Context: an optimization exercise on an open-source flow, tuned for small area and a short achievable clock period. The choices shown serve that exercise and are no tape-out recipe. Function was not checked in any run shown here: the RTL went through the layout flow alone. No activity file was given, so power comes from the tool's default toggle rates.

===== design.v =====
`timescale 1ns / 1ps
module testAdd(a_1,b_1,sum_1);
	input [63:0] a_1;
	input [63:0] b_1;
	output [63:0] sum_1;
	Add #(.WIDTH(64)) Add_1(a_1,b_1,sum_1);
endmodule
module Add #(parameter WIDTH = 64)(a,b,sum);
input [WIDTH-1:0] a;
input [WIDTH-1:0] b;
output [WIDTH-1:0] sum;
assign{sum} = b + a;
endmodule  
`timescale 1ns / 1ps
module testSub(a_1,b_1,diff_1);
	input [31:0] a_1;
	input [31:0] b_1;
	output [31:0] diff_1;
	Sub #(.WIDTH(32)) Sub_1(a_1,b_1,diff_1);
	endmodule
module Sub #(parameter WIDTH = 32) (a,b,diff);
input [WIDTH - 1: 0] a;
input [WIDTH - 1: 0] b;
output [WIDTH - 1: 0] diff;
	assign{diff} = a - b;
endmodule  
`timescale 1ns / 1ps
module testComp(a_1,b_1,eq_1,lt_1,gt_1);
	input [63:0] a_1;
	input [63:0] b_1;
	output    eq_1;
	output    lt_1;
	output    gt_1;
	Comp #(.WIDTH(64)) Comp_1(a_1,b_1,eq_1,lt_1,gt_1);
endmodule
module Comp #(parameter WIDTH = 64) (a, b, eq, lt, gt);
input [WIDTH - 1:0] a;
input [WIDTH - 1:0] b;
output reg   eq;
output reg   lt;
output reg   gt;
    always @* begin
      if (a<b) begin
        eq = 0;
        lt = 1;
        gt = 0;
      end
      else if (a==b) begin
        eq = 1;
        lt = 0;
        gt = 0;
      end
      else begin
        eq = 0;
        lt = 0;
        gt = 1;
      end
    end
endmodule  
`timescale 1ns / 1ps
module testMux2x1(a_1,b_1,sel_1,d_1);
	input [63:0] a_1;
	input [63:0] b_1;
	input [63:0] sel_1;
	output [63:0] d_1;
	Mux2x1 #(.WIDTH(64)) Mux2x1_1(a_1,b_1,sel_1,d_1);
endmodule
 module Mux2x1 #(parameter WIDTH = 64) (a, b, sel, d);
 input [WIDTH - 1: 0] a; 
 input [WIDTH - 1: 0] b;
 input [WIDTH - 1: 0] sel;
 output [WIDTH - 1: 0] d;
 reg [WIDTH - 1: 0] d;
 always @(a or b or sel)
 if (sel == 1'b0)
 d = a;
 else
 d = b;
 endmodule  
`timescale 1ns / 1ps
module testReg(d_1,Clk,Rst,q_1);
	input Clk;
	input Rst;
	input [31:0] d_1;
	output [31:0] q_1;
	Reg #(.WIDTH(32)) Reg_1(d_1,Clk,Rst,q_1);
endmodule
module Reg #(parameter WIDTH = 32)(d,Clk,Rst,q);
input Clk;
input Rst;
input [WIDTH-1:0] d;
output reg [WIDTH-1:0] q;
 always @(posedge Clk) begin
 if(Rst == 0)begin
 q <= d;
end
end
endmodule  
`timescale 1ns / 1ps
module testSHL(a_1,sh_amt_1,d_1);
	input [1:0] a_1;
	input [1:0] sh_amt_1;
	output [1:0] d_1;
	SHL #(.WIDTH(2)) SHL_1(a_1,sh_amt_1,d_1);
endmodule
module SHL #(parameter WIDTH = 2) (a,sh_amt,d);
input [WIDTH-1 : 0] a;
input [WIDTH-1 : 0] sh_amt;
output [WIDTH-1 : 0] d;
    assign d = {a<<sh_amt};
	endmodule  
`timescale 1ns / 1ps
module testSHR(a_1,sh_amt_1,d_1);
	input [1:0] a_1;
	input [1:0] sh_amt_1;
	output [1:0] d_1;
	SHR #(.WIDTH(2)) SHR_1(a_1,sh_amt_1,d_1);
endmodule
module SHR #(parameter WIDTH = 2) (a,sh_amt,d);
input [WIDTH-1 : 0] a;
input [WIDTH-1 : 0] sh_amt;
output [WIDTH-1 : 0] d;
    assign d = {a>>sh_amt};
	endmodule  
`timescale 1ns / 1ps
module CircuitTest (a,b,c,z,x,clk,rst);
input [63:0] a, b, c;
input clk,rst;
output reg [31:0] z, x;
reg [32:0] greg;
reg [31:0] hreg;
wire n1 = a[0] ^ b[0];
wire n2 = a[1] ^ b[1];
wire n3 = a[2] ^ b[2];
wire n4 = a[3] ^ b[3];
wire n5 = a[4] ^ b[4];
wire n6 = a[5] ^ b[5];
wire n7 = a[6] ^ b[6];
wire n8 = a[7] ^ b[7];
wire n9 = a[8] ^ b[8];
wire n10 = a[9] ^ b[9];
wire n11 = a[10] ^ b[10];
wire n12 = a[11] ^ b[11];
wire n13 = a[12] ^ b[12];
wire n14 = a[13] ^ b[13];
wire n15 = a[14] ^ b[14];
wire n16 = a[15] ^ b[15];
wire n17 = a[16] ^ b[16];
wire n18 = a[17] ^ b[17];
wire n19 = a[18] ^ b[18];
wire n20 = a[19] ^ b[19];
wire n21 = a[20] ^ b[20];
wire n22 = a[21] ^ b[21];
wire n23 = a[22] ^ b[22];
wire n24 = a[23] ^ b[23];
wire n25 = a[24] ^ b[24];
wire n26 = a[25] ^ b[25];
wire n27 = a[26] ^ b[26];
wire n28 = a[27] ^ b[27];
wire n29 = a[28] ^ b[28];
wire n30 = a[29] ^ b[29];
wire n31 = a[30] ^ b[30];
wire n32 = a[31] ^ b[31];
wire n33 = a[32] ^ b[32];
wire n34 = a[0] & b[0];
wire n35 = a[1] & b[1];
wire n36 = a[2] & b[2];
wire n37 = a[3] & b[3];
wire n38 = a[4] & b[4];
wire n39 = a[5] & b[5];
wire n40 = a[6] & b[6];
wire n41 = a[7] & b[7];
wire n42 = a[8] & b[8];
wire n43 = a[9] & b[9];
wire n44 = a[10] & b[10];
wire n45 = a[11] & b[11];
wire n46 = a[12] & b[12];
wire n47 = a[13] & b[13];
wire n48 = a[14] & b[14];
wire n49 = a[15] & b[15];
wire n50 = a[16] & b[16];
wire n51 = a[17] & b[17];
wire n52 = a[18] & b[18];
wire n53 = a[19] & b[19];
wire n54 = a[20] & b[20];
wire n55 = a[21] & b[21];
wire n56 = a[22] & b[22];
wire n57 = a[23] & b[23];
wire n58 = a[24] & b[24];
wire n59 = a[25] & b[25];
wire n60 = a[26] & b[26];
wire n61 = a[27] & b[27];
wire n62 = a[28] & b[28];
wire n63 = a[29] & b[29];
wire n64 = a[30] & b[30];
wire n65 = a[31] & b[31];
wire n66 = a[32] & b[32];
wire n67 = n35 | (n2 & n34);
wire n68 = n2 & n1;
wire n69 = n37 | (n4 & n36);
wire n70 = n4 & n3;
wire n71 = n39 | (n6 & n38);
wire n72 = n6 & n5;
wire n73 = n41 | (n8 & n40);
wire n74 = n8 & n7;
wire n75 = n43 | (n10 & n42);
wire n76 = n10 & n9;
wire n77 = n45 | (n12 & n44);
wire n78 = n12 & n11;
wire n79 = n47 | (n14 & n46);
wire n80 = n14 & n13;
wire n81 = n49 | (n16 & n48);
wire n82 = n16 & n15;
wire n83 = n51 | (n18 & n50);
wire n84 = n18 & n17;
wire n85 = n53 | (n20 & n52);
wire n86 = n20 & n19;
wire n87 = n55 | (n22 & n54);
wire n88 = n22 & n21;
wire n89 = n57 | (n24 & n56);
wire n90 = n24 & n23;
wire n91 = n59 | (n26 & n58);
wire n92 = n26 & n25;
wire n93 = n61 | (n28 & n60);
wire n94 = n28 & n27;
wire n95 = n63 | (n30 & n62);
wire n96 = n30 & n29;
wire n97 = n65 | (n32 & n64);
wire n98 = n32 & n31;
wire n99 = n69 | (n70 & n67);
wire n100 = n70 & n68;
wire n101 = n73 | (n74 & n71);
wire n102 = n74 & n72;
wire n103 = n77 | (n78 & n75);
wire n104 = n78 & n76;
wire n105 = n81 | (n82 & n79);
wire n106 = n82 & n80;
wire n107 = n85 | (n86 & n83);
wire n108 = n86 & n84;
wire n109 = n89 | (n90 & n87);
wire n110 = n90 & n88;
wire n111 = n93 | (n94 & n91);
wire n112 = n94 & n92;
wire n113 = n97 | (n98 & n95);
wire n114 = n98 & n96;
wire n115 = n101 | (n102 & n99);
wire n116 = n102 & n100;
wire n117 = n105 | (n106 & n103);
wire n118 = n106 & n104;
wire n119 = n109 | (n110 & n107);
wire n120 = n110 & n108;
wire n121 = n113 | (n114 & n111);
wire n122 = n114 & n112;
wire n123 = n117 | (n118 & n115);
wire n124 = n118 & n116;
wire n125 = n121 | (n122 & n119);
wire n126 = n122 & n120;
wire n127 = n125 | (n126 & n123);
wire n128 = n126 & n124;
wire n129 = n119 | (n120 & n123);
wire n130 = n120 & n124;
wire n131 = n103 | (n104 & n115);
wire n132 = n104 & n116;
wire n133 = n107 | (n108 & n123);
wire n134 = n108 & n124;
wire n135 = n111 | (n112 & n129);
wire n136 = n112 & n130;
wire n137 = n71 | (n72 & n99);
wire n138 = n72 & n100;
wire n139 = n75 | (n76 & n115);
wire n140 = n76 & n116;
wire n141 = n79 | (n80 & n131);
wire n142 = n80 & n132;
wire n143 = n83 | (n84 & n123);
wire n144 = n84 & n124;
wire n145 = n87 | (n88 & n133);
wire n146 = n88 & n134;
wire n147 = n91 | (n92 & n129);
wire n148 = n92 & n130;
wire n149 = n95 | (n96 & n135);
wire n150 = n96 & n136;
wire n151 = n36 | (n3 & n67);
wire n152 = n3 & n68;
wire n153 = n38 | (n5 & n99);
wire n154 = n5 & n100;
wire n155 = n40 | (n7 & n137);
wire n156 = n7 & n138;
wire n157 = n42 | (n9 & n115);
wire n158 = n9 & n116;
wire n159 = n44 | (n11 & n139);
wire n160 = n11 & n140;
wire n161 = n46 | (n13 & n131);
wire n162 = n13 & n132;
wire n163 = n48 | (n15 & n141);
wire n164 = n15 & n142;
wire n165 = n50 | (n17 & n123);
wire n166 = n17 & n124;
wire n167 = n52 | (n19 & n143);
wire n168 = n19 & n144;
wire n169 = n54 | (n21 & n133);
wire n170 = n21 & n134;
wire n171 = n56 | (n23 & n145);
wire n172 = n23 & n146;
wire n173 = n58 | (n25 & n129);
wire n174 = n25 & n130;
wire n175 = n60 | (n27 & n147);
wire n176 = n27 & n148;
wire n177 = n62 | (n29 & n135);
wire n178 = n29 & n136;
wire n179 = n64 | (n31 & n149);
wire n180 = n31 & n150;
wire n181 = n66 | (n33 & n127);
wire n182 = n33 & n128;
wire n183 = n2 ^ n34;
wire n184 = n3 ^ n67;
wire n185 = n4 ^ n151;
wire n186 = n5 ^ n99;
wire n187 = n6 ^ n153;
wire n188 = n7 ^ n137;
wire n189 = n8 ^ n155;
wire n190 = n9 ^ n115;
wire n191 = n10 ^ n157;
wire n192 = n11 ^ n139;
wire n193 = n12 ^ n159;
wire n194 = n13 ^ n131;
wire n195 = n14 ^ n161;
wire n196 = n15 ^ n141;
wire n197 = n16 ^ n163;
wire n198 = n17 ^ n123;
wire n199 = n18 ^ n165;
wire n200 = n19 ^ n143;
wire n201 = n20 ^ n167;
wire n202 = n21 ^ n133;
wire n203 = n22 ^ n169;
wire n204 = n23 ^ n145;
wire n205 = n24 ^ n171;
wire n206 = n25 ^ n129;
wire n207 = n26 ^ n173;
wire n208 = n27 ^ n147;
wire n209 = n28 ^ n175;
wire n210 = n29 ^ n135;
wire n211 = n30 ^ n177;
wire n212 = n31 ^ n149;
wire n213 = n32 ^ n179;
wire n214 = n33 ^ n127;
wire n215 = a[33] & b[33];
wire n216 = a[33] | b[33];
wire n217 = a[34] & b[34];
wire n218 = a[34] | b[34];
wire n219 = a[35] & b[35];
wire n220 = a[35] | b[35];
wire n221 = a[36] & b[36];
wire n222 = a[36] | b[36];
wire n223 = a[37] & b[37];
wire n224 = a[37] | b[37];
wire n225 = a[38] & b[38];
wire n226 = a[38] | b[38];
wire n227 = a[39] & b[39];
wire n228 = a[39] | b[39];
wire n229 = a[40] & b[40];
wire n230 = a[40] | b[40];
wire n231 = a[41] & b[41];
wire n232 = a[41] | b[41];
wire n233 = a[42] & b[42];
wire n234 = a[42] | b[42];
wire n235 = a[43] & b[43];
wire n236 = a[43] | b[43];
wire n237 = a[44] & b[44];
wire n238 = a[44] | b[44];
wire n239 = a[45] & b[45];
wire n240 = a[45] | b[45];
wire n241 = a[46] & b[46];
wire n242 = a[46] | b[46];
wire n243 = a[47] & b[47];
wire n244 = a[47] | b[47];
wire n245 = a[48] & b[48];
wire n246 = a[48] | b[48];
wire n247 = a[49] & b[49];
wire n248 = a[49] | b[49];
wire n249 = a[50] & b[50];
wire n250 = a[50] | b[50];
wire n251 = a[51] & b[51];
wire n252 = a[51] | b[51];
wire n253 = a[52] & b[52];
wire n254 = a[52] | b[52];
wire n255 = a[53] & b[53];
wire n256 = a[53] | b[53];
wire n257 = a[54] & b[54];
wire n258 = a[54] | b[54];
wire n259 = a[55] & b[55];
wire n260 = a[55] | b[55];
wire n261 = a[56] & b[56];
wire n262 = a[56] | b[56];
wire n263 = a[57] & b[57];
wire n264 = a[57] | b[57];
wire n265 = a[58] & b[58];
wire n266 = a[58] | b[58];
wire n267 = a[59] & b[59];
wire n268 = a[59] | b[59];
wire n269 = a[60] & b[60];
wire n270 = a[60] | b[60];
wire n271 = a[61] & b[61];
wire n272 = a[61] | b[61];
wire n273 = a[62] & b[62];
wire n274 = a[62] | b[62];
wire n275 = a[63] & b[63];
wire n276 = a[63] | b[63];
wire n277 = n217 | (n218 & n215);
wire n278 = n218 & n216;
wire n279 = n221 | (n222 & n219);
wire n280 = n222 & n220;
wire n281 = n225 | (n226 & n223);
wire n282 = n226 & n224;
wire n283 = n229 | (n230 & n227);
wire n284 = n230 & n228;
wire n285 = n233 | (n234 & n231);
wire n286 = n234 & n232;
wire n287 = n237 | (n238 & n235);
wire n288 = n238 & n236;
wire n289 = n241 | (n242 & n239);
wire n290 = n242 & n240;
wire n291 = n245 | (n246 & n243);
wire n292 = n246 & n244;
wire n293 = n249 | (n250 & n247);
wire n294 = n250 & n248;
wire n295 = n253 | (n254 & n251);
wire n296 = n254 & n252;
wire n297 = n257 | (n258 & n255);
wire n298 = n258 & n256;
wire n299 = n261 | (n262 & n259);
wire n300 = n262 & n260;
wire n301 = n265 | (n266 & n263);
wire n302 = n266 & n264;
wire n303 = n269 | (n270 & n267);
wire n304 = n270 & n268;
wire n305 = n273 | (n274 & n271);
wire n306 = n274 & n272;
wire n307 = n279 | (n280 & n277);
wire n308 = n280 & n278;
wire n309 = n283 | (n284 & n281);
wire n310 = n284 & n282;
wire n311 = n287 | (n288 & n285);
wire n312 = n288 & n286;
wire n313 = n291 | (n292 & n289);
wire n314 = n292 & n290;
wire n315 = n295 | (n296 & n293);
wire n316 = n296 & n294;
wire n317 = n299 | (n300 & n297);
wire n318 = n300 & n298;
wire n319 = n303 | (n304 & n301);
wire n320 = n304 & n302;
wire n321 = n275 | (n276 & n305);
wire n322 = n276 & n306;
wire n323 = n309 | (n310 & n307);
wire n324 = n310 & n308;
wire n325 = n313 | (n314 & n311);
wire n326 = n314 & n312;
wire n327 = n317 | (n318 & n315);
wire n328 = n318 & n316;
wire n329 = n321 | (n322 & n319);
wire n330 = n322 & n320;
wire n331 = n325 | (n326 & n323);
wire n332 = n326 & n324;
wire n333 = n329 | (n330 & n327);
wire n334 = n330 & n328;
wire n335 = n333 | (n334 & n331);
wire n336 = n334 & n332;
wire n337 = n335 | (n336 & n181);
wire n338 = a[0] ^ c[0];
wire n339 = a[1] ^ c[1];
wire n340 = a[2] ^ c[2];
wire n341 = a[3] ^ c[3];
wire n342 = a[4] ^ c[4];
wire n343 = a[5] ^ c[5];
wire n344 = a[6] ^ c[6];
wire n345 = a[7] ^ c[7];
wire n346 = a[8] ^ c[8];
wire n347 = a[9] ^ c[9];
wire n348 = a[10] ^ c[10];
wire n349 = a[11] ^ c[11];
wire n350 = a[12] ^ c[12];
wire n351 = a[13] ^ c[13];
wire n352 = a[14] ^ c[14];
wire n353 = a[15] ^ c[15];
wire n354 = a[16] ^ c[16];
wire n355 = a[17] ^ c[17];
wire n356 = a[18] ^ c[18];
wire n357 = a[19] ^ c[19];
wire n358 = a[20] ^ c[20];
wire n359 = a[21] ^ c[21];
wire n360 = a[22] ^ c[22];
wire n361 = a[23] ^ c[23];
wire n362 = a[24] ^ c[24];
wire n363 = a[25] ^ c[25];
wire n364 = a[26] ^ c[26];
wire n365 = a[27] ^ c[27];
wire n366 = a[28] ^ c[28];
wire n367 = a[29] ^ c[29];
wire n368 = a[30] ^ c[30];
wire n369 = a[31] ^ c[31];
wire n370 = a[32] ^ c[32];
wire n371 = a[0] & c[0];
wire n372 = a[1] & c[1];
wire n373 = a[2] & c[2];
wire n374 = a[3] & c[3];
wire n375 = a[4] & c[4];
wire n376 = a[5] & c[5];
wire n377 = a[6] & c[6];
wire n378 = a[7] & c[7];
wire n379 = a[8] & c[8];
wire n380 = a[9] & c[9];
wire n381 = a[10] & c[10];
wire n382 = a[11] & c[11];
wire n383 = a[12] & c[12];
wire n384 = a[13] & c[13];
wire n385 = a[14] & c[14];
wire n386 = a[15] & c[15];
wire n387 = a[16] & c[16];
wire n388 = a[17] & c[17];
wire n389 = a[18] & c[18];
wire n390 = a[19] & c[19];
wire n391 = a[20] & c[20];
wire n392 = a[21] & c[21];
wire n393 = a[22] & c[22];
wire n394 = a[23] & c[23];
wire n395 = a[24] & c[24];
wire n396 = a[25] & c[25];
wire n397 = a[26] & c[26];
wire n398 = a[27] & c[27];
wire n399 = a[28] & c[28];
wire n400 = a[29] & c[29];
wire n401 = a[30] & c[30];
wire n402 = a[31] & c[31];
wire n403 = a[32] & c[32];
wire n404 = n372 | (n339 & n371);
wire n405 = n339 & n338;
wire n406 = n374 | (n341 & n373);
wire n407 = n341 & n340;
wire n408 = n376 | (n343 & n375);
wire n409 = n343 & n342;
wire n410 = n378 | (n345 & n377);
wire n411 = n345 & n344;
wire n412 = n380 | (n347 & n379);
wire n413 = n347 & n346;
wire n414 = n382 | (n349 & n381);
wire n415 = n349 & n348;
wire n416 = n384 | (n351 & n383);
wire n417 = n351 & n350;
wire n418 = n386 | (n353 & n385);
wire n419 = n353 & n352;
wire n420 = n388 | (n355 & n387);
wire n421 = n355 & n354;
wire n422 = n390 | (n357 & n389);
wire n423 = n357 & n356;
wire n424 = n392 | (n359 & n391);
wire n425 = n359 & n358;
wire n426 = n394 | (n361 & n393);
wire n427 = n361 & n360;
wire n428 = n396 | (n363 & n395);
wire n429 = n363 & n362;
wire n430 = n398 | (n365 & n397);
wire n431 = n365 & n364;
wire n432 = n400 | (n367 & n399);
wire n433 = n367 & n366;
wire n434 = n402 | (n369 & n401);
wire n435 = n369 & n368;
wire n436 = n406 | (n407 & n404);
wire n437 = n407 & n405;
wire n438 = n410 | (n411 & n408);
wire n439 = n411 & n409;
wire n440 = n414 | (n415 & n412);
wire n441 = n415 & n413;
wire n442 = n418 | (n419 & n416);
wire n443 = n419 & n417;
wire n444 = n422 | (n423 & n420);
wire n445 = n423 & n421;
wire n446 = n426 | (n427 & n424);
wire n447 = n427 & n425;
wire n448 = n430 | (n431 & n428);
wire n449 = n431 & n429;
wire n450 = n434 | (n435 & n432);
wire n451 = n435 & n433;
wire n452 = n438 | (n439 & n436);
wire n453 = n439 & n437;
wire n454 = n442 | (n443 & n440);
wire n455 = n443 & n441;
wire n456 = n446 | (n447 & n444);
wire n457 = n447 & n445;
wire n458 = n450 | (n451 & n448);
wire n459 = n451 & n449;
wire n460 = n454 | (n455 & n452);
wire n461 = n455 & n453;
wire n462 = n458 | (n459 & n456);
wire n463 = n459 & n457;
wire n464 = n462 | (n463 & n460);
wire n465 = n463 & n461;
wire n466 = n456 | (n457 & n460);
wire n467 = n457 & n461;
wire n468 = n440 | (n441 & n452);
wire n469 = n441 & n453;
wire n470 = n444 | (n445 & n460);
wire n471 = n445 & n461;
wire n472 = n448 | (n449 & n466);
wire n473 = n449 & n467;
wire n474 = n408 | (n409 & n436);
wire n475 = n409 & n437;
wire n476 = n412 | (n413 & n452);
wire n477 = n413 & n453;
wire n478 = n416 | (n417 & n468);
wire n479 = n417 & n469;
wire n480 = n420 | (n421 & n460);
wire n481 = n421 & n461;
wire n482 = n424 | (n425 & n470);
wire n483 = n425 & n471;
wire n484 = n428 | (n429 & n466);
wire n485 = n429 & n467;
wire n486 = n432 | (n433 & n472);
wire n487 = n433 & n473;
wire n488 = n373 | (n340 & n404);
wire n489 = n340 & n405;
wire n490 = n375 | (n342 & n436);
wire n491 = n342 & n437;
wire n492 = n377 | (n344 & n474);
wire n493 = n344 & n475;
wire n494 = n379 | (n346 & n452);
wire n495 = n346 & n453;
wire n496 = n381 | (n348 & n476);
wire n497 = n348 & n477;
wire n498 = n383 | (n350 & n468);
wire n499 = n350 & n469;
wire n500 = n385 | (n352 & n478);
wire n501 = n352 & n479;
wire n502 = n387 | (n354 & n460);
wire n503 = n354 & n461;
wire n504 = n389 | (n356 & n480);
wire n505 = n356 & n481;
wire n506 = n391 | (n358 & n470);
wire n507 = n358 & n471;
wire n508 = n393 | (n360 & n482);
wire n509 = n360 & n483;
wire n510 = n395 | (n362 & n466);
wire n511 = n362 & n467;
wire n512 = n397 | (n364 & n484);
wire n513 = n364 & n485;
wire n514 = n399 | (n366 & n472);
wire n515 = n366 & n473;
wire n516 = n401 | (n368 & n486);
wire n517 = n368 & n487;
wire n518 = n403 | (n370 & n464);
wire n519 = n370 & n465;
wire n520 = n339 ^ n371;
wire n521 = n340 ^ n404;
wire n522 = n341 ^ n488;
wire n523 = n342 ^ n436;
wire n524 = n343 ^ n490;
wire n525 = n344 ^ n474;
wire n526 = n345 ^ n492;
wire n527 = n346 ^ n452;
wire n528 = n347 ^ n494;
wire n529 = n348 ^ n476;
wire n530 = n349 ^ n496;
wire n531 = n350 ^ n468;
wire n532 = n351 ^ n498;
wire n533 = n352 ^ n478;
wire n534 = n353 ^ n500;
wire n535 = n354 ^ n460;
wire n536 = n355 ^ n502;
wire n537 = n356 ^ n480;
wire n538 = n357 ^ n504;
wire n539 = n358 ^ n470;
wire n540 = n359 ^ n506;
wire n541 = n360 ^ n482;
wire n542 = n361 ^ n508;
wire n543 = n362 ^ n466;
wire n544 = n363 ^ n510;
wire n545 = n364 ^ n484;
wire n546 = n365 ^ n512;
wire n547 = n366 ^ n472;
wire n548 = n367 ^ n514;
wire n549 = n368 ^ n486;
wire n550 = n369 ^ n516;
wire n551 = n370 ^ n464;
wire n552 = a[33] & c[33];
wire n553 = a[33] | c[33];
wire n554 = a[34] & c[34];
wire n555 = a[34] | c[34];
wire n556 = a[35] & c[35];
wire n557 = a[35] | c[35];
wire n558 = a[36] & c[36];
wire n559 = a[36] | c[36];
wire n560 = a[37] & c[37];
wire n561 = a[37] | c[37];
wire n562 = a[38] & c[38];
wire n563 = a[38] | c[38];
wire n564 = a[39] & c[39];
wire n565 = a[39] | c[39];
wire n566 = a[40] & c[40];
wire n567 = a[40] | c[40];
wire n568 = a[41] & c[41];
wire n569 = a[41] | c[41];
wire n570 = a[42] & c[42];
wire n571 = a[42] | c[42];
wire n572 = a[43] & c[43];
wire n573 = a[43] | c[43];
wire n574 = a[44] & c[44];
wire n575 = a[44] | c[44];
wire n576 = a[45] & c[45];
wire n577 = a[45] | c[45];
wire n578 = a[46] & c[46];
wire n579 = a[46] | c[46];
wire n580 = a[47] & c[47];
wire n581 = a[47] | c[47];
wire n582 = a[48] & c[48];
wire n583 = a[48] | c[48];
wire n584 = a[49] & c[49];
wire n585 = a[49] | c[49];
wire n586 = a[50] & c[50];
wire n587 = a[50] | c[50];
wire n588 = a[51] & c[51];
wire n589 = a[51] | c[51];
wire n590 = a[52] & c[52];
wire n591 = a[52] | c[52];
wire n592 = a[53] & c[53];
wire n593 = a[53] | c[53];
wire n594 = a[54] & c[54];
wire n595 = a[54] | c[54];
wire n596 = a[55] & c[55];
wire n597 = a[55] | c[55];
wire n598 = a[56] & c[56];
wire n599 = a[56] | c[56];
wire n600 = a[57] & c[57];
wire n601 = a[57] | c[57];
wire n602 = a[58] & c[58];
wire n603 = a[58] | c[58];
wire n604 = a[59] & c[59];
wire n605 = a[59] | c[59];
wire n606 = a[60] & c[60];
wire n607 = a[60] | c[60];
wire n608 = a[61] & c[61];
wire n609 = a[61] | c[61];
wire n610 = a[62] & c[62];
wire n611 = a[62] | c[62];
wire n612 = a[63] & c[63];
wire n613 = a[63] | c[63];
wire n614 = n554 | (n555 & n552);
wire n615 = n555 & n553;
wire n616 = n558 | (n559 & n556);
wire n617 = n559 & n557;
wire n618 = n562 | (n563 & n560);
wire n619 = n563 & n561;
wire n620 = n566 | (n567 & n564);
wire n621 = n567 & n565;
wire n622 = n570 | (n571 & n568);
wire n623 = n571 & n569;
wire n624 = n574 | (n575 & n572);
wire n625 = n575 & n573;
wire n626 = n578 | (n579 & n576);
wire n627 = n579 & n577;
wire n628 = n582 | (n583 & n580);
wire n629 = n583 & n581;
wire n630 = n586 | (n587 & n584);
wire n631 = n587 & n585;
wire n632 = n590 | (n591 & n588);
wire n633 = n591 & n589;
wire n634 = n594 | (n595 & n592);
wire n635 = n595 & n593;
wire n636 = n598 | (n599 & n596);
wire n637 = n599 & n597;
wire n638 = n602 | (n603 & n600);
wire n639 = n603 & n601;
wire n640 = n606 | (n607 & n604);
wire n641 = n607 & n605;
wire n642 = n610 | (n611 & n608);
wire n643 = n611 & n609;
wire n644 = n616 | (n617 & n614);
wire n645 = n617 & n615;
wire n646 = n620 | (n621 & n618);
wire n647 = n621 & n619;
wire n648 = n624 | (n625 & n622);
wire n649 = n625 & n623;
wire n650 = n628 | (n629 & n626);
wire n651 = n629 & n627;
wire n652 = n632 | (n633 & n630);
wire n653 = n633 & n631;
wire n654 = n636 | (n637 & n634);
wire n655 = n637 & n635;
wire n656 = n640 | (n641 & n638);
wire n657 = n641 & n639;
wire n658 = n612 | (n613 & n642);
wire n659 = n613 & n643;
wire n660 = n646 | (n647 & n644);
wire n661 = n647 & n645;
wire n662 = n650 | (n651 & n648);
wire n663 = n651 & n649;
wire n664 = n654 | (n655 & n652);
wire n665 = n655 & n653;
wire n666 = n658 | (n659 & n656);
wire n667 = n659 & n657;
wire n668 = n662 | (n663 & n660);
wire n669 = n663 & n661;
wire n670 = n666 | (n667 & n664);
wire n671 = n667 & n665;
wire n672 = n670 | (n671 & n668);
wire n673 = n671 & n669;
wire n674 = n672 | (n673 & n518);
wire n675 = ~b[0] & c[0];
wire n676 = ~(b[0] ^ c[0]);
wire n677 = ~b[1] & c[1];
wire n678 = ~(b[1] ^ c[1]);
wire n679 = ~b[2] & c[2];
wire n680 = ~(b[2] ^ c[2]);
wire n681 = ~b[3] & c[3];
wire n682 = ~(b[3] ^ c[3]);
wire n683 = ~b[4] & c[4];
wire n684 = ~(b[4] ^ c[4]);
wire n685 = ~b[5] & c[5];
wire n686 = ~(b[5] ^ c[5]);
wire n687 = ~b[6] & c[6];
wire n688 = ~(b[6] ^ c[6]);
wire n689 = ~b[7] & c[7];
wire n690 = ~(b[7] ^ c[7]);
wire n691 = ~b[8] & c[8];
wire n692 = ~(b[8] ^ c[8]);
wire n693 = ~b[9] & c[9];
wire n694 = ~(b[9] ^ c[9]);
wire n695 = ~b[10] & c[10];
wire n696 = ~(b[10] ^ c[10]);
wire n697 = ~b[11] & c[11];
wire n698 = ~(b[11] ^ c[11]);
wire n699 = ~b[12] & c[12];
wire n700 = ~(b[12] ^ c[12]);
wire n701 = ~b[13] & c[13];
wire n702 = ~(b[13] ^ c[13]);
wire n703 = ~b[14] & c[14];
wire n704 = ~(b[14] ^ c[14]);
wire n705 = ~b[15] & c[15];
wire n706 = ~(b[15] ^ c[15]);
wire n707 = ~b[16] & c[16];
wire n708 = ~(b[16] ^ c[16]);
wire n709 = ~b[17] & c[17];
wire n710 = ~(b[17] ^ c[17]);
wire n711 = ~b[18] & c[18];
wire n712 = ~(b[18] ^ c[18]);
wire n713 = ~b[19] & c[19];
wire n714 = ~(b[19] ^ c[19]);
wire n715 = ~b[20] & c[20];
wire n716 = ~(b[20] ^ c[20]);
wire n717 = ~b[21] & c[21];
wire n718 = ~(b[21] ^ c[21]);
wire n719 = ~b[22] & c[22];
wire n720 = ~(b[22] ^ c[22]);
wire n721 = ~b[23] & c[23];
wire n722 = ~(b[23] ^ c[23]);
wire n723 = ~b[24] & c[24];
wire n724 = ~(b[24] ^ c[24]);
wire n725 = ~b[25] & c[25];
wire n726 = ~(b[25] ^ c[25]);
wire n727 = ~b[26] & c[26];
wire n728 = ~(b[26] ^ c[26]);
wire n729 = ~b[27] & c[27];
wire n730 = ~(b[27] ^ c[27]);
wire n731 = ~b[28] & c[28];
wire n732 = ~(b[28] ^ c[28]);
wire n733 = ~b[29] & c[29];
wire n734 = ~(b[29] ^ c[29]);
wire n735 = ~b[30] & c[30];
wire n736 = ~(b[30] ^ c[30]);
wire n737 = ~b[31] & c[31];
wire n738 = ~(b[31] ^ c[31]);
wire n739 = ~b[32] & c[32];
wire n740 = ~(b[32] ^ c[32]);
wire n741 = ~b[33] & c[33];
wire n742 = ~(b[33] ^ c[33]);
wire n743 = ~b[34] & c[34];
wire n744 = ~(b[34] ^ c[34]);
wire n745 = ~b[35] & c[35];
wire n746 = ~(b[35] ^ c[35]);
wire n747 = ~b[36] & c[36];
wire n748 = ~(b[36] ^ c[36]);
wire n749 = ~b[37] & c[37];
wire n750 = ~(b[37] ^ c[37]);
wire n751 = ~b[38] & c[38];
wire n752 = ~(b[38] ^ c[38]);
wire n753 = ~b[39] & c[39];
wire n754 = ~(b[39] ^ c[39]);
wire n755 = ~b[40] & c[40];
wire n756 = ~(b[40] ^ c[40]);
wire n757 = ~b[41] & c[41];
wire n758 = ~(b[41] ^ c[41]);
wire n759 = ~b[42] & c[42];
wire n760 = ~(b[42] ^ c[42]);
wire n761 = ~b[43] & c[43];
wire n762 = ~(b[43] ^ c[43]);
wire n763 = ~b[44] & c[44];
wire n764 = ~(b[44] ^ c[44]);
wire n765 = ~b[45] & c[45];
wire n766 = ~(b[45] ^ c[45]);
wire n767 = ~b[46] & c[46];
wire n768 = ~(b[46] ^ c[46]);
wire n769 = ~b[47] & c[47];
wire n770 = ~(b[47] ^ c[47]);
wire n771 = ~b[48] & c[48];
wire n772 = ~(b[48] ^ c[48]);
wire n773 = ~b[49] & c[49];
wire n774 = ~(b[49] ^ c[49]);
wire n775 = ~b[50] & c[50];
wire n776 = ~(b[50] ^ c[50]);
wire n777 = ~b[51] & c[51];
wire n778 = ~(b[51] ^ c[51]);
wire n779 = ~b[52] & c[52];
wire n780 = ~(b[52] ^ c[52]);
wire n781 = ~b[53] & c[53];
wire n782 = ~(b[53] ^ c[53]);
wire n783 = ~b[54] & c[54];
wire n784 = ~(b[54] ^ c[54]);
wire n785 = ~b[55] & c[55];
wire n786 = ~(b[55] ^ c[55]);
wire n787 = ~b[56] & c[56];
wire n788 = ~(b[56] ^ c[56]);
wire n789 = ~b[57] & c[57];
wire n790 = ~(b[57] ^ c[57]);
wire n791 = ~b[58] & c[58];
wire n792 = ~(b[58] ^ c[58]);
wire n793 = ~b[59] & c[59];
wire n794 = ~(b[59] ^ c[59]);
wire n795 = ~b[60] & c[60];
wire n796 = ~(b[60] ^ c[60]);
wire n797 = ~b[61] & c[61];
wire n798 = ~(b[61] ^ c[61]);
wire n799 = ~b[62] & c[62];
wire n800 = ~(b[62] ^ c[62]);
wire n801 = ~b[63] & c[63];
wire n802 = ~(b[63] ^ c[63]);
wire n803 = n677 | (n678 & n675);
wire n804 = n678 & n676;
wire n805 = n681 | (n682 & n679);
wire n806 = n682 & n680;
wire n807 = n685 | (n686 & n683);
wire n808 = n686 & n684;
wire n809 = n689 | (n690 & n687);
wire n810 = n690 & n688;
wire n811 = n693 | (n694 & n691);
wire n812 = n694 & n692;
wire n813 = n697 | (n698 & n695);
wire n814 = n698 & n696;
wire n815 = n701 | (n702 & n699);
wire n816 = n702 & n700;
wire n817 = n705 | (n706 & n703);
wire n818 = n706 & n704;
wire n819 = n709 | (n710 & n707);
wire n820 = n710 & n708;
wire n821 = n713 | (n714 & n711);
wire n822 = n714 & n712;
wire n823 = n717 | (n718 & n715);
wire n824 = n718 & n716;
wire n825 = n721 | (n722 & n719);
wire n826 = n722 & n720;
wire n827 = n725 | (n726 & n723);
wire n828 = n726 & n724;
wire n829 = n729 | (n730 & n727);
wire n830 = n730 & n728;
wire n831 = n733 | (n734 & n731);
wire n832 = n734 & n732;
wire n833 = n737 | (n738 & n735);
wire n834 = n738 & n736;
wire n835 = n741 | (n742 & n739);
wire n836 = n742 & n740;
wire n837 = n745 | (n746 & n743);
wire n838 = n746 & n744;
wire n839 = n749 | (n750 & n747);
wire n840 = n750 & n748;
wire n841 = n753 | (n754 & n751);
wire n842 = n754 & n752;
wire n843 = n757 | (n758 & n755);
wire n844 = n758 & n756;
wire n845 = n761 | (n762 & n759);
wire n846 = n762 & n760;
wire n847 = n765 | (n766 & n763);
wire n848 = n766 & n764;
wire n849 = n769 | (n770 & n767);
wire n850 = n770 & n768;
wire n851 = n773 | (n774 & n771);
wire n852 = n774 & n772;
wire n853 = n777 | (n778 & n775);
wire n854 = n778 & n776;
wire n855 = n781 | (n782 & n779);
wire n856 = n782 & n780;
wire n857 = n785 | (n786 & n783);
wire n858 = n786 & n784;
wire n859 = n789 | (n790 & n787);
wire n860 = n790 & n788;
wire n861 = n793 | (n794 & n791);
wire n862 = n794 & n792;
wire n863 = n797 | (n798 & n795);
wire n864 = n798 & n796;
wire n865 = n801 | (n802 & n799);
wire n866 = n802 & n800;
wire n867 = n805 | (n806 & n803);
wire n868 = n806 & n804;
wire n869 = n809 | (n810 & n807);
wire n870 = n810 & n808;
wire n871 = n813 | (n814 & n811);
wire n872 = n814 & n812;
wire n873 = n817 | (n818 & n815);
wire n874 = n818 & n816;
wire n875 = n821 | (n822 & n819);
wire n876 = n822 & n820;
wire n877 = n825 | (n826 & n823);
wire n878 = n826 & n824;
wire n879 = n829 | (n830 & n827);
wire n880 = n830 & n828;
wire n881 = n833 | (n834 & n831);
wire n882 = n834 & n832;
wire n883 = n837 | (n838 & n835);
wire n884 = n838 & n836;
wire n885 = n841 | (n842 & n839);
wire n886 = n842 & n840;
wire n887 = n845 | (n846 & n843);
wire n888 = n846 & n844;
wire n889 = n849 | (n850 & n847);
wire n890 = n850 & n848;
wire n891 = n853 | (n854 & n851);
wire n892 = n854 & n852;
wire n893 = n857 | (n858 & n855);
wire n894 = n858 & n856;
wire n895 = n861 | (n862 & n859);
wire n896 = n862 & n860;
wire n897 = n865 | (n866 & n863);
wire n898 = n866 & n864;
wire n899 = n869 | (n870 & n867);
wire n900 = n870 & n868;
wire n901 = n873 | (n874 & n871);
wire n902 = n874 & n872;
wire n903 = n877 | (n878 & n875);
wire n904 = n878 & n876;
wire n905 = n881 | (n882 & n879);
wire n906 = n882 & n880;
wire n907 = n885 | (n886 & n883);
wire n908 = n886 & n884;
wire n909 = n889 | (n890 & n887);
wire n910 = n890 & n888;
wire n911 = n893 | (n894 & n891);
wire n912 = n894 & n892;
wire n913 = n897 | (n898 & n895);
wire n914 = n898 & n896;
wire n915 = n901 | (n902 & n899);
wire n916 = n902 & n900;
wire n917 = n905 | (n906 & n903);
wire n918 = n906 & n904;
wire n919 = n909 | (n910 & n907);
wire n920 = n910 & n908;
wire n921 = n913 | (n914 & n911);
wire n922 = n914 & n912;
wire n923 = n917 | (n918 & n915);
wire n924 = n918 & n916;
wire n925 = n921 | (n922 & n919);
wire n926 = n922 & n920;
wire n927 = n925 | (n926 & n923);
wire n928 = n926 & n924;
wire n929 = a[0] ^ ~b[0];
wire n930 = a[1] ^ ~b[1];
wire n931 = a[2] ^ ~b[2];
wire n932 = a[3] ^ ~b[3];
wire n933 = a[4] ^ ~b[4];
wire n934 = a[5] ^ ~b[5];
wire n935 = a[6] ^ ~b[6];
wire n936 = a[7] ^ ~b[7];
wire n937 = a[8] ^ ~b[8];
wire n938 = a[9] ^ ~b[9];
wire n939 = a[10] ^ ~b[10];
wire n940 = a[11] ^ ~b[11];
wire n941 = a[12] ^ ~b[12];
wire n942 = a[13] ^ ~b[13];
wire n943 = a[14] ^ ~b[14];
wire n944 = a[15] ^ ~b[15];
wire n945 = a[16] ^ ~b[16];
wire n946 = a[17] ^ ~b[17];
wire n947 = a[18] ^ ~b[18];
wire n948 = a[19] ^ ~b[19];
wire n949 = a[20] ^ ~b[20];
wire n950 = a[21] ^ ~b[21];
wire n951 = a[22] ^ ~b[22];
wire n952 = a[23] ^ ~b[23];
wire n953 = a[24] ^ ~b[24];
wire n954 = a[25] ^ ~b[25];
wire n955 = a[26] ^ ~b[26];
wire n956 = a[27] ^ ~b[27];
wire n957 = a[28] ^ ~b[28];
wire n958 = a[29] ^ ~b[29];
wire n959 = a[30] ^ ~b[30];
wire n960 = a[31] ^ ~b[31];
wire n961 = a[0] & ~b[0];
wire n962 = a[1] & ~b[1];
wire n963 = a[2] & ~b[2];
wire n964 = a[3] & ~b[3];
wire n965 = a[4] & ~b[4];
wire n966 = a[5] & ~b[5];
wire n967 = a[6] & ~b[6];
wire n968 = a[7] & ~b[7];
wire n969 = a[8] & ~b[8];
wire n970 = a[9] & ~b[9];
wire n971 = a[10] & ~b[10];
wire n972 = a[11] & ~b[11];
wire n973 = a[12] & ~b[12];
wire n974 = a[13] & ~b[13];
wire n975 = a[14] & ~b[14];
wire n976 = a[15] & ~b[15];
wire n977 = a[16] & ~b[16];
wire n978 = a[17] & ~b[17];
wire n979 = a[18] & ~b[18];
wire n980 = a[19] & ~b[19];
wire n981 = a[20] & ~b[20];
wire n982 = a[21] & ~b[21];
wire n983 = a[22] & ~b[22];
wire n984 = a[23] & ~b[23];
wire n985 = a[24] & ~b[24];
wire n986 = a[25] & ~b[25];
wire n987 = a[26] & ~b[26];
wire n988 = a[27] & ~b[27];
wire n989 = a[28] & ~b[28];
wire n990 = a[29] & ~b[29];
wire n991 = a[30] & ~b[30];
wire n992 = a[31] & ~b[31];
wire n993 = n961 | n929;
wire n994 = n962 | (n930 & n993);
wire n995 = n930 & n929;
wire n996 = n964 | (n932 & n963);
wire n997 = n932 & n931;
wire n998 = n966 | (n934 & n965);
wire n999 = n934 & n933;
wire n1000 = n968 | (n936 & n967);
wire n1001 = n936 & n935;
wire n1002 = n970 | (n938 & n969);
wire n1003 = n938 & n937;
wire n1004 = n972 | (n940 & n971);
wire n1005 = n940 & n939;
wire n1006 = n974 | (n942 & n973);
wire n1007 = n942 & n941;
wire n1008 = n976 | (n944 & n975);
wire n1009 = n944 & n943;
wire n1010 = n978 | (n946 & n977);
wire n1011 = n946 & n945;
wire n1012 = n980 | (n948 & n979);
wire n1013 = n948 & n947;
wire n1014 = n982 | (n950 & n981);
wire n1015 = n950 & n949;
wire n1016 = n984 | (n952 & n983);
wire n1017 = n952 & n951;
wire n1018 = n986 | (n954 & n985);
wire n1019 = n954 & n953;
wire n1020 = n988 | (n956 & n987);
wire n1021 = n956 & n955;
wire n1022 = n990 | (n958 & n989);
wire n1023 = n958 & n957;
wire n1024 = n992 | (n960 & n991);
wire n1025 = n960 & n959;
wire n1026 = n996 | (n997 & n994);
wire n1027 = n997 & n995;
wire n1028 = n1000 | (n1001 & n998);
wire n1029 = n1001 & n999;
wire n1030 = n1004 | (n1005 & n1002);
wire n1031 = n1005 & n1003;
wire n1032 = n1008 | (n1009 & n1006);
wire n1033 = n1009 & n1007;
wire n1034 = n1012 | (n1013 & n1010);
wire n1035 = n1013 & n1011;
wire n1036 = n1016 | (n1017 & n1014);
wire n1037 = n1017 & n1015;
wire n1038 = n1020 | (n1021 & n1018);
wire n1039 = n1021 & n1019;
wire n1040 = n1024 | (n1025 & n1022);
wire n1041 = n1025 & n1023;
wire n1042 = n1028 | (n1029 & n1026);
wire n1043 = n1029 & n1027;
wire n1044 = n1032 | (n1033 & n1030);
wire n1045 = n1033 & n1031;
wire n1046 = n1036 | (n1037 & n1034);
wire n1047 = n1037 & n1035;
wire n1048 = n1040 | (n1041 & n1038);
wire n1049 = n1041 & n1039;
wire n1050 = n1044 | (n1045 & n1042);
wire n1051 = n1045 & n1043;
wire n1052 = n1048 | (n1049 & n1046);
wire n1053 = n1049 & n1047;
wire n1054 = n1052 | (n1053 & n1050);
wire n1055 = n1053 & n1051;
wire n1056 = n1046 | (n1047 & n1050);
wire n1057 = n1047 & n1051;
wire n1058 = n1030 | (n1031 & n1042);
wire n1059 = n1031 & n1043;
wire n1060 = n1034 | (n1035 & n1050);
wire n1061 = n1035 & n1051;
wire n1062 = n1038 | (n1039 & n1056);
wire n1063 = n1039 & n1057;
wire n1064 = n998 | (n999 & n1026);
wire n1065 = n999 & n1027;
wire n1066 = n1002 | (n1003 & n1042);
wire n1067 = n1003 & n1043;
wire n1068 = n1006 | (n1007 & n1058);
wire n1069 = n1007 & n1059;
wire n1070 = n1010 | (n1011 & n1050);
wire n1071 = n1011 & n1051;
wire n1072 = n1014 | (n1015 & n1060);
wire n1073 = n1015 & n1061;
wire n1074 = n1018 | (n1019 & n1056);
wire n1075 = n1019 & n1057;
wire n1076 = n1022 | (n1023 & n1062);
wire n1077 = n1023 & n1063;
wire n1078 = n963 | (n931 & n994);
wire n1079 = n931 & n995;
wire n1080 = n965 | (n933 & n1026);
wire n1081 = n933 & n1027;
wire n1082 = n967 | (n935 & n1064);
wire n1083 = n935 & n1065;
wire n1084 = n969 | (n937 & n1042);
wire n1085 = n937 & n1043;
wire n1086 = n971 | (n939 & n1066);
wire n1087 = n939 & n1067;
wire n1088 = n973 | (n941 & n1058);
wire n1089 = n941 & n1059;
wire n1090 = n975 | (n943 & n1068);
wire n1091 = n943 & n1069;
wire n1092 = n977 | (n945 & n1050);
wire n1093 = n945 & n1051;
wire n1094 = n979 | (n947 & n1070);
wire n1095 = n947 & n1071;
wire n1096 = n981 | (n949 & n1060);
wire n1097 = n949 & n1061;
wire n1098 = n983 | (n951 & n1072);
wire n1099 = n951 & n1073;
wire n1100 = n985 | (n953 & n1056);
wire n1101 = n953 & n1057;
wire n1102 = n987 | (n955 & n1074);
wire n1103 = n955 & n1075;
wire n1104 = n989 | (n957 & n1062);
wire n1105 = n957 & n1063;
wire n1106 = n991 | (n959 & n1076);
wire n1107 = n959 & n1077;
wire n1108 = ~n929;
wire n1109 = n930 ^ n993;
wire n1110 = n931 ^ n994;
wire n1111 = n932 ^ n1078;
wire n1112 = n933 ^ n1026;
wire n1113 = n934 ^ n1080;
wire n1114 = n935 ^ n1064;
wire n1115 = n936 ^ n1082;
wire n1116 = n937 ^ n1042;
wire n1117 = n938 ^ n1084;
wire n1118 = n939 ^ n1066;
wire n1119 = n940 ^ n1086;
wire n1120 = n941 ^ n1058;
wire n1121 = n942 ^ n1088;
wire n1122 = n943 ^ n1068;
wire n1123 = n944 ^ n1090;
wire n1124 = n945 ^ n1050;
wire n1125 = n946 ^ n1092;
wire n1126 = n947 ^ n1070;
wire n1127 = n948 ^ n1094;
wire n1128 = n949 ^ n1060;
wire n1129 = n950 ^ n1096;
wire n1130 = n951 ^ n1072;
wire n1131 = n952 ^ n1098;
wire n1132 = n953 ^ n1056;
wire n1133 = n954 ^ n1100;
wire n1134 = n955 ^ n1074;
wire n1135 = n956 ^ n1102;
wire n1136 = n957 ^ n1062;
wire n1137 = n958 ^ n1104;
wire n1138 = n959 ^ n1076;
wire n1139 = n960 ^ n1106;
wire [32:0] dlo = {n214,n213,n212,n211,n210,n209,n208,n207,n206,n205,n204,n203,n202,n201,n200,n199,n198,n197,n196,n195,n194,n193,n192,n191,n190,n189,n188,n187,n186,n185,n184,n183,n1};
wire [32:0] elo = {n551,n550,n549,n548,n547,n546,n545,n544,n543,n542,n541,n540,n539,n538,n537,n536,n535,n534,n533,n532,n531,n530,n529,n528,n527,n526,n525,n524,n523,n522,n521,n520,n338};
wire cd = n337;
wire ce = n674;
wire dEQe = n928;
wire bLTc = n927;
wire dLTe = (cd ^ ce) ? cd : bLTc;
wire [32:0] g = dLTe ? elo : dlo;
wire [31:0] f = {n1139,n1138,n1137,n1136,n1135,n1134,n1133,n1132,n1131,n1130,n1129,n1128,n1127,n1126,n1125,n1124,n1123,n1122,n1121,n1120,n1119,n1118,n1117,n1116,n1115,n1114,n1113,n1112,n1111,n1110,n1109,n1108};
wire [31:0] h = dEQe ? f : g[31:0];
always @(posedge clk) begin
  if (!rst) begin
    greg <= g;
    hreg <= h;
    x <= dLTe ? {hreg[30:0], 1'b0} : hreg;
    z <= dEQe ? greg[32:1] : greg[31:0];
  end
end
endmodule

===== standard.sh =====
#!/bin/bash
# synth_recipe.tcl (not shown) runs the flow's synth.tcl, then flattens the netlist and writes it again
# the make line also repeats each setting of config.mk as NAME=value (left out here)
make -C /OpenROAD-flow-scripts/flow DESIGN_CONFIG=/design/flow/config.mk WORK_HOME=/design/flow/orfs CLKGATE_MAP_FILE= SYNTH_SCRIPT=/design/flow/synth_recipe.tcl "${@:-finish}"

===== flow/run.sh =====
#!/bin/bash
# Own layout flow: the standard ORFS flow (standard.sh) with two changes:
#  - no Yosys full/half-adder extraction (ADDER_MAP_FILE empty), so ABC maps the
#    hand-written prefix carry logic itself;
#  - the port buffers that buffer_ports inserts on every input and output are
#    sky130_fd_sc_hd__buf_2 instead of the default delay buffer.
# Make's full output goes to flow_make.log here; each ORFS step keeps its own log
# under orfs/logs/.
set -uo pipefail
bash standard.sh ADDER_MAP_FILE= \
  "BUFFER_PORTS_ARGS=-buffer_cell sky130_fd_sc_hd__buf_2" \
  finish > flow_make.log 2>&1

===== config.mk =====
export PLATFORM = sky130hd
export DESIGN_NAME = CircuitTest
export DESIGN_NICKNAME = CircuitTest
export VERILOG_FILES = /design/flow/design.v
export SDC_FILE = /design/flow/constraint.sdc
export NUM_CORES = 4
export LEC_CHECK = 0
export ABC_AREA = 1
export CAP_MARGIN = 20
export CORE_MARGIN = 2
export CORE_UTILIZATION = 40
export SETUP_SLACK_MARGIN = 4
export SLEW_MARGIN = 20

===== constraint.sdc =====
create_clock -name core_clock -period 7.5 [get_ports {clk}]
set_input_delay 1.5000 -clock core_clock [delete_from_list [all_inputs] [get_ports {clk}]]
set_output_delay 1.5000 -clock core_clock [all_outputs]
set_load 0.01 [all_outputs]

==> results of run 1 <==
==> cell families (layout without fill, tap and decap cells) <==
family                     after synthesis  after routing  synth area share
and+or+nand+nor                       1107           1110            0.3804
buffers and inverters                  308            646            0.1039
AOI/OAI and AO/OA                      272            272            0.1308
DFF                                    129            129            0.3297
xor gates and xnor gates                71             71           0.05356
adders and majority gates                2              2          0.001704
other                                    0              6                 0
==> worst register-to-register path: cells and delay by family (launching register included) <==
family | cells | cell delay [ps]
buffers and inverters | 1 | 90
AOI/OAI and AO/OA | 1 | 90
DFF | 1 | 410
==> repair_timing <==
action / 4_1_cts / 5_1_grt
cloned: 6 / 3
endpoints found under the setup margin: 114 / 125
hold buffers: 0 / 0
resized for setup: 80 / 373
pin swaps: 16 / 80
setup buffers: 18 / 46
==> synth_stat cells, types with 3 or more instances <==
library cell	number
and2_1	6
nor3_1	22
buf_6	5
nor2_2	6
o311ai_0	3
or2_2	12
nand4_1	9
nor3b_1	3
a21oi_1	68
a211oi_1	7
o21ai_0	120
nor4_1	3
nand3b_1	9
xor2_1	58
nand2_2	11
nand3_1	81
o21ai_1	19
nand2_1	740
a31oi_1	4
o21bai_1	7
o211ai_1	5
inv_1	274
clkbuf_1	7
edfxtp_1	129
buf_2	6
o21ai_2	10
nor2_1	199
xnor2_1	12
buf_4	5
o21a_1	3
inv_2	8
o22ai_1	13
==> layout make-up <==
type	instances	area (um2)
Clock inverter	15	148.9
Clock buffer	17	425.4
Antenna cell	6	15.01
Inverter	282	1094
Fill cell	2869	12710
Multi-Input combinational cell	1455	7820
Tap cell	384	480.5
Timing Repair Buffer	332	2213
Sequential cell	129	3874
==> per-layer routing <==
layer | vias up | global-route usage | part of all wire
met2 | 336 | 0.3573 | 0.45
met3 | 57 | 0.04134 | 0.058
met5 | - | 0 | 0.00080
li1 | 6681 | - | -
met1 | 5644 | 0.3047 | 0.46
met4 | 4 | 0.07535 | 0.028
==> worst paths after layout <==
check                           startpoint       end  depth (start not counted)
worst min-delay path              hreg[31]     x[31]                          2
worst max-delay path                 a[17]  hreg[14]                         20
worst min register to register    hreg[31]     x[31]                          2
worst max register to register    greg[21]     z[20]                          2
==> power by group through the flow <==
stage / Clock (uW) / Sequential, uW / Combinational (uW)
2_1_floorplan: 0 / 1060 / 547
3_3_place_gp: 0 / 1040 / 841
3_5_place_dp: 0 / 1040 / 853
4_1_cts: 789 / 1030 / 968
5_1_grt: 822 / 1040 / 1260
6_report: 777 / 1020 / 1130
==> through the flow <==
step           power, uW  utilization  worst slack (ps)
2_1_floorplan       1605            -              3754
3_3_place_gp        1880       0.4653              2641
3_5_place_dp        1894       0.4653              2595
4_1_cts             2783       0.5050              3961
5_1_grt             3120       0.5583              3857
6_report            2933       0.5584              3984
==> flip-flops by register name (all words and copies together) (netlist names) <==
| register | flops |
|---|---|
| greg | 33 |
| hreg | 32 |
| x | 32 |
| z | 32 |
==> impl_metrics.env, run 1 <==
export IMPL_fp_row_count=62
export IMPL_core_area_um2=28780
export IMPL_grt_usage=0.2236
export IMPL_gr_total_overflow=0
export IMPL_io_pins=258
export IMPL_synth_edf_count=129
export IMPL_nets=2411
export IMPL_synth_area_leaders="edfxtp_1, nand2_1, inv_1"
export IMPL_num_vias=12722
export IMPL_cts_root_buf="clkbuf_16"
export IMPL_ys_types=49
export IMPL_end_kind="flop"
export IMPL_rsz0062_at_grt="true"
export IMPL_syn_inst=1889
export IMPL_layout_commonest_cell="nand2_1"
export IMPL_power_density_nw_per_um2=182.5
export IMPL_switching_share=0.3535
export IMPL_fin_area_um2=16070
export IMPL_cp_max_fo=14
export IMPL_clk_path_buf_depth=2
export IMPL_place_area_um2=13390
export IMPL_period_share=0.4688
export IMPL_slew_viol_final=0
export IMPL_finalWeightedCongestion=0.9136
export IMPL_cts_tree="yes"
export IMPL_hold_ws_ps=512.3
export IMPL_cp_top_family="simple AND/OR/NAND/NOR gates"
export IMPL_die_y_um=175.4
export IMPL_synthToLayoutAreaGrowth_pct=36.77
export IMPL_htreeDepth=4
export IMPL_postSynthRegisterBits=129
export IMPL_ff2ff_setup_slack_ps=6650
export IMPL_first_pass_iters=6
export IMPL_synth_avg_cell_area_um2=6.220
export IMPL_synthesis_nets=2083
export IMPL_clkTransAtPathRegs_ps=60
export IMPL_grt_pass1_wl_um=55480
export IMPL_skew_ps=5.318
export IMPL_finalSetupViolCount=0
export IMPL_max_slew_margin=0.3747
export IMPL_drtAntennaViolNets=0
export IMPL_maxCapViolations=0
export IMPL_critPathKind="primary input to flop"
export IMPL_clock_sinks=129
export IMPL_combPwrFrac=0.386
export IMPL_final_cell_mix="nand2_1, inv_1, buf_2"
export IMPL_port_buffers=257
export IMPL_drive_gt1_frac=0.3152
export IMPL_ys_seq_area_frac=0.3297
export IMPL_crit_buf_inv=3
export IMPL_crit_chain="buf_2, nand2_1, inv_1, nor2_2, nand3_1, nor2_2, and2_4, nand2_2, nand2_2, nand2_2, nand2_1, nand2_1, nand2_2, nand2_4, a21oi_4, buf_12, nand2_1, nand2_1, nand2_1, o21ai_2"
export IMPL_critPathArrivalTime_ps=3750
export IMPL_dp_cells=2508
export IMPL_hp_class="flop to flop"
export IMPL_syn_area_um2=11750
export IMPL_layout_min_cycle_time_ps=3516
export IMPL_worst_pin_slew_ps=937.9
export IMPL_power_switching_uw=1037
export IMPL_wirelength_um=36390
export IMPL_hold_viol=0
export IMPL_die_w_um=175.4
export IMPL_synth_top_area_frac=0.3297
export IMPL_cts_buffers=17
export IMPL_grt_pass1_vias=11424
export IMPL_via_per_inst=4.856
export IMPL_seq_power_share=0.349
export IMPL_die_area_um2=30760
export IMPL_initial_core_util=0.4083
export IMPL_crit_top_cell="nand2_1"
export IMPL_synth_ff_type="edfxtp_1"
export IMPL_fmax_mhz=284.4
export IMPL_p_int_uw=1896
export IMPL_vdd_drop_max_v=0.0001474
export IMPL_wl_per_cell_um=13.89
export IMPL_worstPathRequired_ps=7740
export IMPL_synthArstFlopShare=0
export IMPL_setup_tns_ps=0
export IMPL_outcome="complete, no violations"
export IMPL_cpMaxStageDelayCell="a21oi_4"
export IMPL_clkLatencyLatePin_ps=410
export IMPL_yosys_warnings=1
export IMPL_layout_cells_non_filler=2620
export IMPL_drt_iter0_drc=616
export IMPL_critPathMaxStageDelay_ps=260
export IMPL_route_detailed_drc=0
export IMPL_antenna_found_initial=10
export IMPL_pwr_share_clk=0.265
export IMPL_grt_max_degree=79
export IMPL_p_leak_uw=0.008219
export IMPL_netlist_top_cell_by_area="edfxtp_1"
export IMPL_hpwl_um=27490
export IMPL_startpoint_type="primary input"
==> run 2: changes to the inputs <==
--- a/config.mk
+++ b/config.mk
@@ -10,3 +10,3 @@
 export CORE_MARGIN = 2
-export CORE_UTILIZATION = 40
+export CORE_UTILIZATION = 60
 export SETUP_SLACK_MARGIN = 4
==> run 2 against run 1 <==
  * Still clean
  * First-iteration DRC count rose to 3.6 times the previous value
  * Hold slack better by 64 ps
  * Combinational power rose by 17%
  * Via count is 18% higher
  * Register-to-register slack got worse by 190 ps
  * Global-route usage rose by 12 points
  * Sequential share of layout area shrank 1.1 points
  * Critical endpoint is now hreg[12]
==> impl_metrics.env, run 2 <==
export IMPL_power_switching_uw=1220
export IMPL_slew_viol_final=0
export IMPL_synthArstFlopShare=0
export IMPL_synthToLayoutAreaGrowth_pct=43.22
export IMPL_drive_gt1_frac=0.3563
export IMPL_clock_sinks=129
export IMPL_via_per_inst=5.899
export IMPL_busiest_layer="met2"
export IMPL_cts_tree="yes"
export IMPL_grt_pass1_vias=11711
export IMPL_htreeDepth=4
export IMPL_maxCapViolations=0
export IMPL_yosys_warnings=1
export IMPL_port_buffers=257
export IMPL_die_w_um=143.9
export IMPL_wl_per_cell_um=18.48
export IMPL_drt_iter0_drc=2226
export IMPL_syn_inst=1889
export IMPL_seq_power_share=0.326
export IMPL_hpwl_um=25270
export IMPL_fin_ws_ps=3601
export IMPL_fmax_mhz=256.5
export IMPL_critPathArrivalTime_ps=4190
export IMPL_cts_root_buf="clkbuf_16"
export IMPL_clkLatencyLatePin_ps=420
export IMPL_p_leak_uw=0.008586
export IMPL_initial_core_util=0.6077
export IMPL_num_vias=15053
export IMPL_skew_ps=9.374
export IMPL_switching_share=0.3810
export IMPL_pwr_share_clk=0.260
export IMPL_hp_class="flop to flop"
export IMPL_period_share=0.5198
export IMPL_p_int_uw=1982
export IMPL_use_met2=0.5627
export IMPL_cts_buffers=17
export IMPL_nets=2463
export IMPL_worst_pin_slew_ps=1098
export IMPL_setup_tns_ps=0
export IMPL_power_density_nw_per_um2=190.3
export IMPL_worstPathRequired_ps=7790
export IMPL_synth_top_area_frac=0.3297
export IMPL_timing_rr_start="hreg[7]"
export IMPL_wirelength_um=47170
export IMPL_rsz0062_at_grt="true"
export IMPL_clkTransAtPathRegs_ps=60
export IMPL_end_kind="flop"
export IMPL_gr_total_overflow=0
export IMPL_netlist_top_cell_by_area="edfxtp_1"
export IMPL_fp_row_count=51
export IMPL_first_pass_iters=12
export IMPL_synth_most_common_cell="nand2_1"
export IMPL_synth_avg_cell_area_um2=6.220
export IMPL_grt_max_degree=87
export IMPL_max_slew_margin=0.2682
export IMPL_hold_viol=0
export IMPL_vdd_drop_max_v=0.0001878
export IMPL_cp_max_fo=6
export IMPL_core_area_um2=19330
export IMPL_min_from="greg[31]"
export IMPL_synthesis_nets=2083
export IMPL_top_register="greg"
export IMPL_layout_min_cycle_time_ps=3899
export IMPL_startpoint_type="primary input"
export IMPL_synth_area_leaders="edfxtp_1, nand2_1, inv_1"
export IMPL_ys_top_cells_by_count="nand2_1, inv_1, nor2_1"
export IMPL_die_area_um2=20720
export IMPL_fillers=1049
export IMPL_die_y_um=143.9
export IMPL_finalWeightedCongestion=1.034
export IMPL_grtUsageMet3=0.07664
export IMPL_antenna_found_initial=4
export IMPL_ys_types=49
export IMPL_power_uw=3203
export IMPL_ys_seq_area_frac=0.3297
export IMPL_io_pins=258
export IMPL_grt_usage=0.3402
export IMPL_place_ws_ps=2652
export IMPL_synth_edf_count=129
export IMPL_clk_path_buf_depth=2
export IMPL_route_detailed_drc=0
export IMPL_combPwrFrac=0.414
export IMPL_final_cell_mix="nand2_1, inv_1, buf_2"
export IMPL_finalSetupViolCount=0
export IMPL_layout_commonest_cell="nand2_1"
export IMPL_cp_startpoint="c[3]"
export IMPL_largest_reg_flops=33
export IMPL_postSynthRegisterBits=129
export IMPL_grt_pass1_wl_um=55830
export IMPL_critPathMaxStageDelay_ps=320
export IMPL_syn_area_um2=11750
export IMPL_synth_ff_type="edfxtp_1"
export IMPL_cpMaxStageDelayCell="o21ai_2"
export IMPL_drtAntennaViolNets=0
export IMPL_critPathKind="primary input to flop"
export IMPL_crit_top_cell="nand2_2"
export IMPL_grt_use_met1=0.4431
export IMPL_outcome="complete, no violations"
## run 2: cell counts after synthesis
No cell type changed its count.
## run 2: repair_timing
action,CTS,global route
setup endpoints to repair,114,129
setup buffers,42,73
gates cloned,9,2
hold buffers,0,0
pin swaps,27,159
resized for setup,103,497
## run 2: logic make-up after synthesis
family / synth area share
xor+xnor: 0.05356
compound gates: 0.1308
flops: 0.3297
buf+inv: 0.1039
fa+ha+maj: 0.001704
simple gates: 0.3804
## run 2: final timing paths
kind                            endpoint  slack [ps]  cells after the start
worst max register to register      x[7]        6460                      2
worst min-delay path               z[30]         580                      2
worst max-delay path            hreg[12]        3600                     25
worst min register to register     z[30]         580                      2
## run 2: final cells by class
class	count	area, um2	area share
multi-input cells	1454	8118	0.4824
flip-flops and latches	129	3874	0.2302
repair buffers	385	2789	0.1657
inverters	282	1119	0.06647
clock buffers	17	425.4	0.02528
well taps	265	331.6	0.01970
clock inverters	15	160.2	0.009517
diodes	5	12.51	0.0007435
## run 2: per-layer routing
metal	vias up	share of wire
met5	-	0.00034
met4	2	0.074
met3	349	0.13
met2	1284	0.45
met1	6626	0.34
li1	6792	-
## run 2: worst max-delay path, delay by kind of cell
family / cells / cell delay [ps]
AND/OR/NAND/NOR: 20 / 1850
buffers and inverters: 4 / 470
AO/OA/AOI/OAI: 1 / 320
## run 2: power by group through the flow
stage | clock network [uW] | logic, uW | registers [uW]
final | 834 | 1320 | 1040
after global routing | 846 | 1410 | 1050
after CTS | 800 | 998 | 1030
after detailed placement | 0 | 841 | 1040
after global placement | 0 | 818 | 1030
after floorplan | 0 | 547 | 1060
## run 2: metrics by stage
step	utilization	hold slack [ps]	instances	cell area, um2
floorplan	-	487.4	1889	11750
global placement	0.6849	514.0	2389	13240
detailed placement	0.6849	516.8	2389	13240
CTS	0.7609	534.8	2472	14710
global route	0.8699	596.0	2548	16820
finish	0.8704	576.0	2552	16830

[afterwards: timing with drivers on the ports]
No port has a modelled driver above. Below, the same layouts with a new extraction and two added sets of constraints. Step 1 (the two cells are an assumption about what drives the block):
set clk [get_ports {clk}]
set_driving_cell -lib_cell sky130_fd_sc_hd__clkbuf_16 $clk
set_driving_cell -lib_cell sky130_fd_sc_hd__buf_2 [delete_from_list [all_inputs] $clk]
Step 2 moves the port delays by t, midway between the first and last clock arrival at a register: inputs arrive t later, outputs are due t later. That takes back most of the time a late clock gives input paths. a / b / c = ideal / step 1 / step 2; a / b = the first two.
| run | shift t [ns] | setup WS [ns] | worst setup path at the end | worst register clock-pin slew, ns |
|---|---|---|---|---|
| run 1 | 0.446 | 3.984 / 3.976 / 3.530 | input to register | 0.06 / 0.06 |
| run 2 | 0.465 | 3.601 / 3.577 / 3.112 | input to register | 0.07 / 0.07 |
After both steps setup and hold are still met in every run listed. For run 2, which loses most, drivers alone change the setup slack by -0.024 ns; drivers and shift together by -0.489 ns.
